Source: an optimization exercise on an open RTL-to-GDS flow (aim: small area, a short achievable clock period and few clock cycles). Production flows keep margins and buffers that such runs may drop.
Where RTL was checked, it was by simulation tests only, not by an equivalence proof against the original.
Only the layout flow was run in run 2; the RTL was not checked for function there.

`config.mk`:
```
export PLATFORM = sky130hd
export DESIGN_NAME = mod_mult_m_23
export DESIGN_NICKNAME = mod_mult_m_23
export VERILOG_FILES = /design/flow/design.v
export SDC_FILE = /design/flow/constraint.sdc
export NUM_CORES = 4
export LEC_CHECK = 0
export CAP_MARGIN = 20
export CORE_MARGIN = 2
export CORE_UTILIZATION = 40
export SLEW_MARGIN = 20
```
`constraint.sdc`:
```
create_clock -name core_clock -period 7.5 [get_ports {clk}]
set_input_delay 1.5000 -clock core_clock [delete_from_list [all_inputs] [get_ports {clk}]]
set_output_delay 1.5000 -clock core_clock [all_outputs]
set_load 0.01 [all_outputs]
```
`design.v`:
```
module mod_mult_m_23 (
  input  wire        clk,
  input  wire        rst,
  input  wire        in_valid,
  input  wire [22:0] input_data0,
  input  wire [22:0] input_data1,
  output wire        out_valid,
  output reg  [22:0] output_data
);
  localparam [22:0] modulus = 23'd8380417;
  reg [45:0] x_stage_00, x_stage_01, x_stage_10;
  reg [22:0] q_est;
  reg [47:0] r_partial0, r_partial1, r_partial2, r_est;
  reg [46:0] y_partial0, y_partial1, y_partial2, y_term;
  reg [24:0] diff;
  reg [22:0] q_d1, q_d2, q_d3;
  reg [23:0] h_d1, h_d2;
  reg [24:0] x_low [0:8];
  reg [12:0] valid_pipe;
  integer k;
  always @(posedge clk or negedge rst) begin
    if (!rst) begin
      x_stage_00 <= 0;
      x_stage_01 <= 0;
    end else begin
      x_stage_00 <= input_data0 * input_data1[16:0];
      x_stage_01 <= input_data0 * input_data1[22:17];
    end
  end
  always @(posedge clk or negedge rst) begin
    if (!rst)
      x_stage_10 <= 0;
    else
      x_stage_10 <= x_stage_00 + (x_stage_01 << 17);
  end
  always @(posedge clk or negedge rst) begin
    if (!rst)
      q_est <= 0;
    else
      q_est <= x_stage_10[45:23];
  end
  always @(posedge clk or negedge rst) begin
    if (!rst) begin
      for (k = 0; k < 9; k = k + 1)
        x_low[k] <= 0;
    end else begin
      x_low[0] <= x_stage_10[24:0];
      for (k = 1; k < 9; k = k + 1)
        x_low[k] <= x_low[k-1];
    end
  end
  always @(posedge clk or negedge rst) begin
    if (!rst) begin
      r_partial0 <= 0;
      r_partial1 <= 0;
      r_partial2 <= 0;
      r_est <= 0;
      q_d1 <= 0;
      q_d2 <= 0;
      q_d3 <= 0;
    end else begin
      r_partial0 <= (q_est << 23);
      r_partial1 <= r_partial0 + (q_d1 << 13);
      r_partial2 <= r_partial1 + (q_d2 << 3);
      r_est <= r_partial2 - q_d3;
      q_d1 <= q_est;
      q_d2 <= q_d1;
      q_d3 <= q_d2;
    end
  end
  always @(posedge clk or negedge rst) begin
    if (!rst) begin
      y_partial0 <= 0;
      y_partial1 <= 0;
      y_partial2 <= 0;
      y_term <= 0;
      h_d1 <= 0;
      h_d2 <= 0;
    end else begin
      y_partial0 <= (r_est[46:23] << 23);
      y_partial1 <= y_partial0 - (h_d1 << 13);
      y_partial2 <= y_partial1 + h_d2;
      y_term <= y_partial2;
      h_d1 <= r_est[46:23];
      h_d2 <= h_d1;
    end
  end
  always @(posedge clk or negedge rst) begin
    if (!rst) begin
      diff <= 0;
      output_data <= 0;
    end else begin
      diff <= x_low[8] - y_term[24:0];
      if (diff >= (modulus << 1))
        output_data <= diff - (modulus << 1);
      else if (diff >= modulus)
        output_data <= diff - modulus;
      else
        output_data <= diff;
    end
  end
  always @(posedge clk or negedge rst) begin
    if (!rst)
      valid_pipe <= 0;
    else
      valid_pipe <= {valid_pipe[11:0], in_valid};
  end
  assign out_valid = valid_pipe[12];
endmodule
```
`run.sh`:
```
#!/bin/bash
# synth_recipe.tcl (not shown) runs the flow's synth.tcl, then flattens the netlist and writes it again
# the make line also repeats each setting of config.mk as NAME=value (left out here)
make -C /OpenROAD-flow-scripts/flow DESIGN_CONFIG=/design/flow/config.mk WORK_HOME=/design/flow/orfs CLKGATE_MAP_FILE= SYNTH_SCRIPT=/design/flow/synth_recipe.tcl finish
```
==> results of run 1 <==
[cell families (layout without fill, tap and decap cells)]
kind of cell / count (synthesis) / after routing / synth area share
compound gates: 380 / 380 / 0.0613
xor+xnor: 216 / 216 / 0.0474
fa+ha+maj: 666 / 666 / 0.285
buf+inv: 683 / 981 / 0.0643
flops: 676 / 676 / 0.424
mux: 4 / 4 / 0.00103
other cells: 0 / 1 / 0
simple gates: 982 / 982 / 0.117
[cells in the mapped netlist, drive strengths merged, types with 39 or more instances]
cell / number / area [um^2]
dfrtp: 676 / 16900
inv: 576 / 2160
nand2: 453 / 1700
fa: 404 / 8090
ha: 262 / 3280
and2: 183 / 1140
xnor2: 158 / 1380
a21oi: 118 / 591
nor2: 110 / 415
clkbuf: 103 / 387
o21ai: 68 / 352
xor2: 58 / 508
a21o: 57 / 428
nand3: 55 / 275
nor3: 39 / 200
[routing by layer]
metal  share of wire  vias up
met2            0.48      431
met5         0.00040        -
met3           0.041      111
met4           0.021        6
li1                -    11757
met1            0.46    12278
[repair_timing]
item	CTS	global route
hold buffers	0	0
setup endpoints to repair	0	4
resized for setup	0	8
hold endpoints to repair	0	0
[final cells by class]
cell class / instances / area (um^2)
diodes: 1 / 2.50
clock buffers: 91 / 1920
clock inverters: 32 / 453
fillers: 9097 / 52800
inverters: 576 / 2160
multi-input cells: 2248 / 20400
flip-flops and latches: 676 / 16900
well taps: 1287 / 1610
repair buffers: 282 / 2410
[layout by cell type (no fill, tap or decap), types with 7 or more instances in the layout]
master / n
clkinv_2: 12
a31oi_1: 19
xor2_1: 58
nor4_1: 11
nor3b_1: 8
clkbuf_8: 15
fa_1: 404
clkbuf_16: 67
ha_1: 262
nor2b_1: 25
nand4_1: 24
and2_1: 182
o21ai_0: 59
and3_1: 23
dfrtp_1: 676
nor3_1: 37
a211oi_1: 18
clkbuf_1: 9
a21o_1: 57
clkdlybuf4s50_1: 69
o21bai_1: 15
inv_1: 576
a21oi_1: 118
xnor2_1: 158
buf_12: 8
nand3_1: 55
o31ai_1: 7
o211ai_1: 9
nand2_1: 453
o21a_1: 19
o21ai_1: 8
nor2_1: 109
buf_4: 200
nand2b_1: 18
nand3b_1: 7
[registers in the layout (all words and copies together), names as in the netlist, 25 cells and up]
signal      count
x_stage_10     46
y_term         25
y_partial2     25
diff           25
x_stage_01     29
x_stage_00     40
x_low         220
r_partial2     34
[metrics by stage]
step / instances / TNS [ns] / setup WS [ns]
floorplan: 3607 / 0 / 0.173
global placement: 5069 / -4.46 / -0.426
detailed placement: 5069 / -4.64 / -0.460
CTS: 5192 / 0 / 0.152
global route: 5192 / 0 / 0.00645
finish: 5193 / 0 / 0.230
[path summary, 6_finish.rpt]
check	end	slack, ns	from	cells past startpoint
worst max-delay path	x_stage_00[38]	0.23	input_data0[6]	24
worst min register to register	x_low[3][15]	0.33	x_low[2][15]	0
worst max register to register	r_partial2[29]	4.18	q_d2[10]	11
worst min-delay path	x_low[3][15]	0.33	x_low[2][15]	0
min in group asynchronous	q_d3[6]	0.84	rst	1
max in group asynchronous	x_stage_00[25]	5.38	rst	2
==> flow_metrics.env, run 1 <==
export IMPL_htreeDepth=3
export IMPL_path_cells="clkdlybuf4s50_1 > buf_4 > and2_1 > fa_1 > inv_1 > fa_1 > fa_1 > fa_1 > inv_1 > fa_1 > inv_1 > fa_1 > inv_1 > ha_1 > a21o_1 > a221oi_1 > buf_4 > nand3_1 > o211ai_1 > buf_4 > a21oi_1 > or4_1 > a21oi_1 > xnor2_1"
export IMPL_via_per_inst=4.73
export IMPL_async_reset_ff_frac=1.00
export IMPL_yosysWarnings=2
export IMPL_maxSlewHeadroom=0.308
export IMPL_use_met1=0.213
export IMPL_crit_buf_inv=8
export IMPL_syn_avg_cell_area_um2=11.1
export IMPL_critPathSlowestCell="clkdlybuf4s50_1"
export IMPL_cpMostUsedCell="fa_1"
export IMPL_hold_viol=0
export IMPL_cts_sinks=676
export IMPL_place_congestion=0.861
export IMPL_root_buffer="clkbuf_16"
export IMPL_ys_flop_type="dfrtp_1"
export IMPL_seq_area_frac_synth=0.424
export IMPL_portBuffers=72
export IMPL_num_vias=24583
export IMPL_timing_hold_ws_ns=0.328
export IMPL_grt_pass1_wl_um=133000
export IMPL_path_delay_family="adder cells"
export IMPL_grt_remaining_overflow=0
export IMPL_placed_area_mm2=0.0435
export IMPL_min_period_ns=7.27
export IMPL_die_area_mm2=0.102
export IMPL_synthesis_nets=4322
export IMPL_cts_tree="yes"
export IMPL_status="finished clean"
export IMPL_slew_viol_final=0
export IMPL_fmax_mhz=138
export IMPL_grt_busiest_layer="met2"
export IMPL_final_area_mm2=0.0459
export IMPL_tightest_slew_ns=1.03
export IMPL_num_rows=115
export IMPL_track_usage=0.160
export IMPL_cts_buffers=67
export IMPL_ys_types=69
export IMPL_worstHoldPathType="reg -> reg"
export IMPL_cts_setup_buffers=0
export IMPL_finish_utilization=0.465
export IMPL_fin_skew_ns=0.0215
export IMPL_path_clk_slew_ns=0.06
export IMPL_routedWlPerCell_um=15.1
export IMPL_cp_required_ns=8.03
export IMPL_initial_utilization=0.404
export IMPL_fin_crit_sh=0.969
export IMPL_antenna_found_initial=5
export IMPL_io_pins=73
export IMPL_synth_area_mm2=0.0399
export IMPL_drive_above_1_share=0.0881
export IMPL_first_pass_iters=5
export IMPL_hpwl_um=61900
export IMPL_worstSetupEndpointType="register"
export IMPL_synth_edf_count=0
export IMPL_rsz0062_at_grt="false"
export IMPL_gr_usage_met3=0.0251
export IMPL_path_class="in -> reg"
export IMPL_ant_nets=0
export IMPL_use_met2=0.271
export IMPL_coreArea_mm2=0.0987
export IMPL_arrival_ns=7.80
export IMPL_drc=0
export IMPL_drt_wl_total_um=78500
export IMPL_clk_path_buf_depth=3
export IMPL_die_h_um=320
export IMPL_die_w_um=320
export IMPL_area_growth_pct=15.0
export IMPL_slowest_delay_ns=0.57
export IMPL_max_cap_violations=0
export IMPL_setup_viol=0
export IMPL_crit_fanout=7
export IMPL_fin_nets=4566
export IMPL_synth_seq_cells=676
export IMPL_startpoint_type="primary input"
export IMPL_drt_iter0_markers=1313
export IMPL_grt_pass1_vias=26338
export IMPL_grt_max_degree=167
export IMPL_insertion_delay_ns=0.61
export IMPL_postSynthCellCount=3607
Testbench counts, summed over its fixed seeds: cycles 24,104.
==> inputs of run 2 (changes only) <==
==> design.v (replaced) <==
module mod_mult_m_23 (
  input  wire        clk,
  input  wire        rst,
  input  wire        in_valid,
  input  wire [22:0] input_data0,
  input  wire [22:0] input_data1,
  output wire        out_valid,
  output reg  [22:0] output_data
);
  localparam [22:0] modulus = 23'd8380417;
  reg [22:0] a_r, b_r;
  reg [45:0] prod;
  reg [26:0] y_r;
  reg [3:0]  valid_pipe;
  wire [12:0] pa = prod[45:33];
  wire [9:0]  pb = prod[32:23];
  wire [22:0] pl = prod[22:0];
  wire [26:0] y  = {4'd0, pl} + {1'b0, pa, 13'd0} + {4'd0, pb, 13'd0} + {4'd0, modulus}
                   - {4'd0, pa, 10'd0} - {14'd0, pa} - {17'd0, pb};
  wire [3:0]  t  = y_r[26:23];
  wire [23:0] w  = {1'b0, y_r[22:0]} + {7'd0, t, 13'd0} - {20'd0, t};
  wire [24:0] wq = {1'b0, w} - {2'd0, modulus};
  always @(posedge clk) begin
    a_r <= input_data0;
    b_r <= input_data1;
    prod <= a_r * b_r;
    y_r <= y;
    output_data <= wq[24] ? w[22:0] : wq[22:0];
  end
  always @(posedge clk or negedge rst) begin
    if (!rst)
      valid_pipe <= 0;
    else
      valid_pipe <= {valid_pipe[2:0], in_valid};
  end
  assign out_valid = valid_pipe[3];
endmodule
==> flow_metrics.env, run 2 <==
export IMPL_ys_flop_type="dfxtp_1"
export IMPL_io_pins=73
export IMPL_syn_avg_cell_area_um2=9.20
export IMPL_path_clk_slew_ns=0.08
export IMPL_cts_setup_buffers=0
export IMPL_status="finished clean"
export IMPL_wl_met1_um=25400
export IMPL_rsz0062_at_grt="false"
export IMPL_portBuffers=72
export IMPL_arrival_ns=7.65
export IMPL_hold_viol=0
export IMPL_seq_area_frac_synth=0.117
export IMPL_cts_tree="yes"
export IMPL_grt_pass1_wl_um=97800
export IMPL_antenna_diode_count=0
export IMPL_die_area_mm2=0.0647
export IMPL_yosys_area_top_type_share=0.378
export IMPL_synth_seq_cells=146
export IMPL_layout_commonest_cell="inv_1"
export IMPL_path_class="reg -> reg"
export IMPL_grt_pass1_vias=19641
export IMPL_worstSetupEndpointType="register"
export IMPL_cts_sinks=146
export IMPL_async_reset_ff_frac=0.0274
export IMPL_coreArea_mm2=0.0618
export IMPL_ant_nets=0
export IMPL_rr_worst_depth=24
export IMPL_via_per_inst=4.91
export IMPL_cp_depth=24
export IMPL_initial_utilization=0.405
export IMPL_path_cells="buf_6 > and2_1 > fa_1 > fa_1 > inv_1 > fa_1 > fa_1 > inv_1 > fa_1 > fa_1 > inv_1 > fa_1 > inv_1 > ha_1 > a21oi_1 > or3b_1 > or4_1 > a21o_1 > a31o_2 > a221oi_4 > o211ai_2 > a221o_1 > a21oi_2 > xnor2_1"
export IMPL_yosysWarnings=1
export IMPL_hpwl_um=51100
export IMPL_insertion_delay_ns=0.49
export IMPL_maxUsedRoutingLayer="met4"
export IMPL_slowest_delay_ns=0.53
export IMPL_drt_iter0_markers=842
export IMPL_die_h_um=254
export IMPL_wl_met2_um=29800
export IMPL_area_growth_pct=11.6
export IMPL_cts_buffers=17
export IMPL_num_rows=91
export IMPL_synth_area_mm2=0.0251
export IMPL_route_met3_wl_um=1800
export IMPL_ys_types=76
export IMPL_num_vias=17969
export IMPL_top_regs="prod: 46 flops, y_r: 27 flops"
export IMPL_drive_above_1_share=0.0665
export IMPL_slew_viol_final=0
export IMPL_synthesis_nets=3531
export IMPL_htreeDepth=4
export IMPL_setup_viol=0
export IMPL_grt_max_degree=24
export IMPL_fin_tns_setup_ns=0
export IMPL_place_congestion=0.890
export IMPL_startpoint_type="register"
export IMPL_grt_remaining_overflow=0
export IMPL_critPathSlowestCell="fa_1"
export IMPL_crit_fanout=11
export IMPL_maxSlewHeadroom=0.387
export IMPL_timing_hold_ws_ns=0.354
export IMPL_layout_common_cells="inv_1, fa_1, nand2_1"
export IMPL_die_w_um=254
export IMPL_yosysMostFrequentCell="inv_1"
export IMPL_holdPathStages=0
export IMPL_crit_buf_inv=5
export IMPL_synth_edf_count=0
export IMPL_regMostFlops="prod"
export IMPL_fmax_mhz=138
export IMPL_clk_path_buf_depth=2
export IMPL_worstHoldPathType="reg -> reg"
export IMPL_postSynthCellCount=2723
export IMPL_fin_crit_sh=0.965
export IMPL_root_buffer="clkbuf_16"
export IMPL_antenna_found_initial=1
export IMPL_synth_top_cell_by_area="fa_1"
export IMPL_drt_wl_total_um=58600
export IMPL_fin_nets=3620
export IMPL_path_delay_family="adder cells"
export IMPL_min_period_ns=7.24
export IMPL_drc=0
export IMPL_routedWlPerCell_um=16.0
export IMPL_largest_reg_flops=46
export IMPL_yosys_top_cells_count="inv_1, fa_1, nand2_1, ha_1, and2_1"
export IMPL_cpMostUsedCell="fa_1"
export IMPL_hold_buffers=0
export IMPL_track_usage=0.192
export IMPL_tightest_slew_ns=0.918
export IMPL_cp_required_ns=7.91
export IMPL_first_pass_iters=4
export IMPL_max_cap_violations=0
export IMPL_fin_skew_ns=0.0218
export IMPL_nFillCells=5933
export IMPL_synthTopCellsByArea="fa_1, ha_1, dfxtp_1"
run 2: layout make-up:
cell class / instances / area [um^2] / area share
Inverter: 635 / 2380 / 0.0852
Tap cell: 837 / 1050 / 0.0374
Clock buffer: 17 / 425 / 0.0152
Multi-Input combinational cell: 1842 / 19400 / 0.692
Sequential cell: 146 / 2990 / 0.107
Timing Repair Buffer: 170 / 1560 / 0.0559
Clock inverter: 15 / 189 / 0.00676
run 2: worst paths after layout:
path / start / to / slack (ns)
worst max register to register: a_r[15] / prod[43] / 0.26
worst max-delay path: a_r[15] / prod[43] / 0.26
worst min register to register: valid_pipe[2] / valid_pipe[3] / 0.35
min in group asynchronous: rst / valid_pipe[1] / 1.21
worst min-delay path: valid_pipe[2] / valid_pipe[3] / 0.35
max in group asynchronous: rst / valid_pipe[2] / 6.14
run 2: cells by family after synthesis:
family / synth area share
xor gates and xnor gates: 0.0336
AOI/OAI and AO/OA: 0.0715
DFF: 0.117
muxes: 0.00120
buffers and inverters: 0.111
adders and majority gates: 0.521
and+or+nand+nor: 0.145
run 2: worst reg2reg max path, delay by kind of cell (launching register included):
family / cells / cell delay, ns
simple gates: 3 / 0.95
compound gates: 7 / 1.60
buf+inv: 5 / 0.38
flops: 1 / 0.36
xor+xnor: 1 / 0.12
fa+ha+maj: 8 / 3.76
run 2: per-stage QoR:
| step | worst slack (ns) | instance area [um^2] | cells | utilization |
|---|---|---|---|---|
| floorplan | 0.247 | 25100 | 2723 | - |
| global placement | 0.102 | 27200 | 3629 | 0.441 |
| detailed placement | 0.0204 | 27200 | 3629 | 0.441 |
| CTS | 0.000658 | 27900 | 3661 | 0.451 |
| global route | 0.00118 | 28000 | 3662 | 0.452 |
| finish | 0.259 | 28000 | 3662 | 0.452 |
run 2: repair_timing:
| item | 4_1_cts | 5_1_grt |
|---|---|---|
| cloned | 0 | 1 |
| pin swaps | 0 | 1 |
| resized for setup | 1 | 43 |
| endpoints found under the setup margin | 2 | 12 |
run 2: routing by layer:
layer  vias to the layer above  global-route usage
li1                       8397                   -
met1                      9147               0.241
met2                       334               0.337
met3                        91              0.0231
met4                         0              0.0733
met5                         -                   0

==> port drivers added, routing unchanged <==
No port has a modelled driver above. Below, the same layouts with a new extraction and two added sets of constraints.
Step 1: set_driving_cell puts a clkbuf_16 on clk and a buf_2 on each other input, an assumption about the parent block.
Step 2 times the ports against the registers' clock, not the clock port: input delays grow and output delays shrink by t, the midpoint of the rising clock arrivals with the driver on.
a / b / c = ideal ports / drivers / drivers and shift; a / b = the first two.
run | t, ns | slack for setup (ns) | worst setup path at the end | clock arrival spread, ns
run 1 | 0.656 | 0.230 / 0.269 / -0.387 | input to register | 0.026 / 0.026
run 2 | 0.546 | 0.259 / 0.259 / 0.259 | register to register | 0.022 / 0.022
Met with ideal ports but missed after step 2: setup timing in run 1. The setup slack of run 1, which loses most, moves by +0.039 ns with the drivers and by -0.617 ns with both steps.
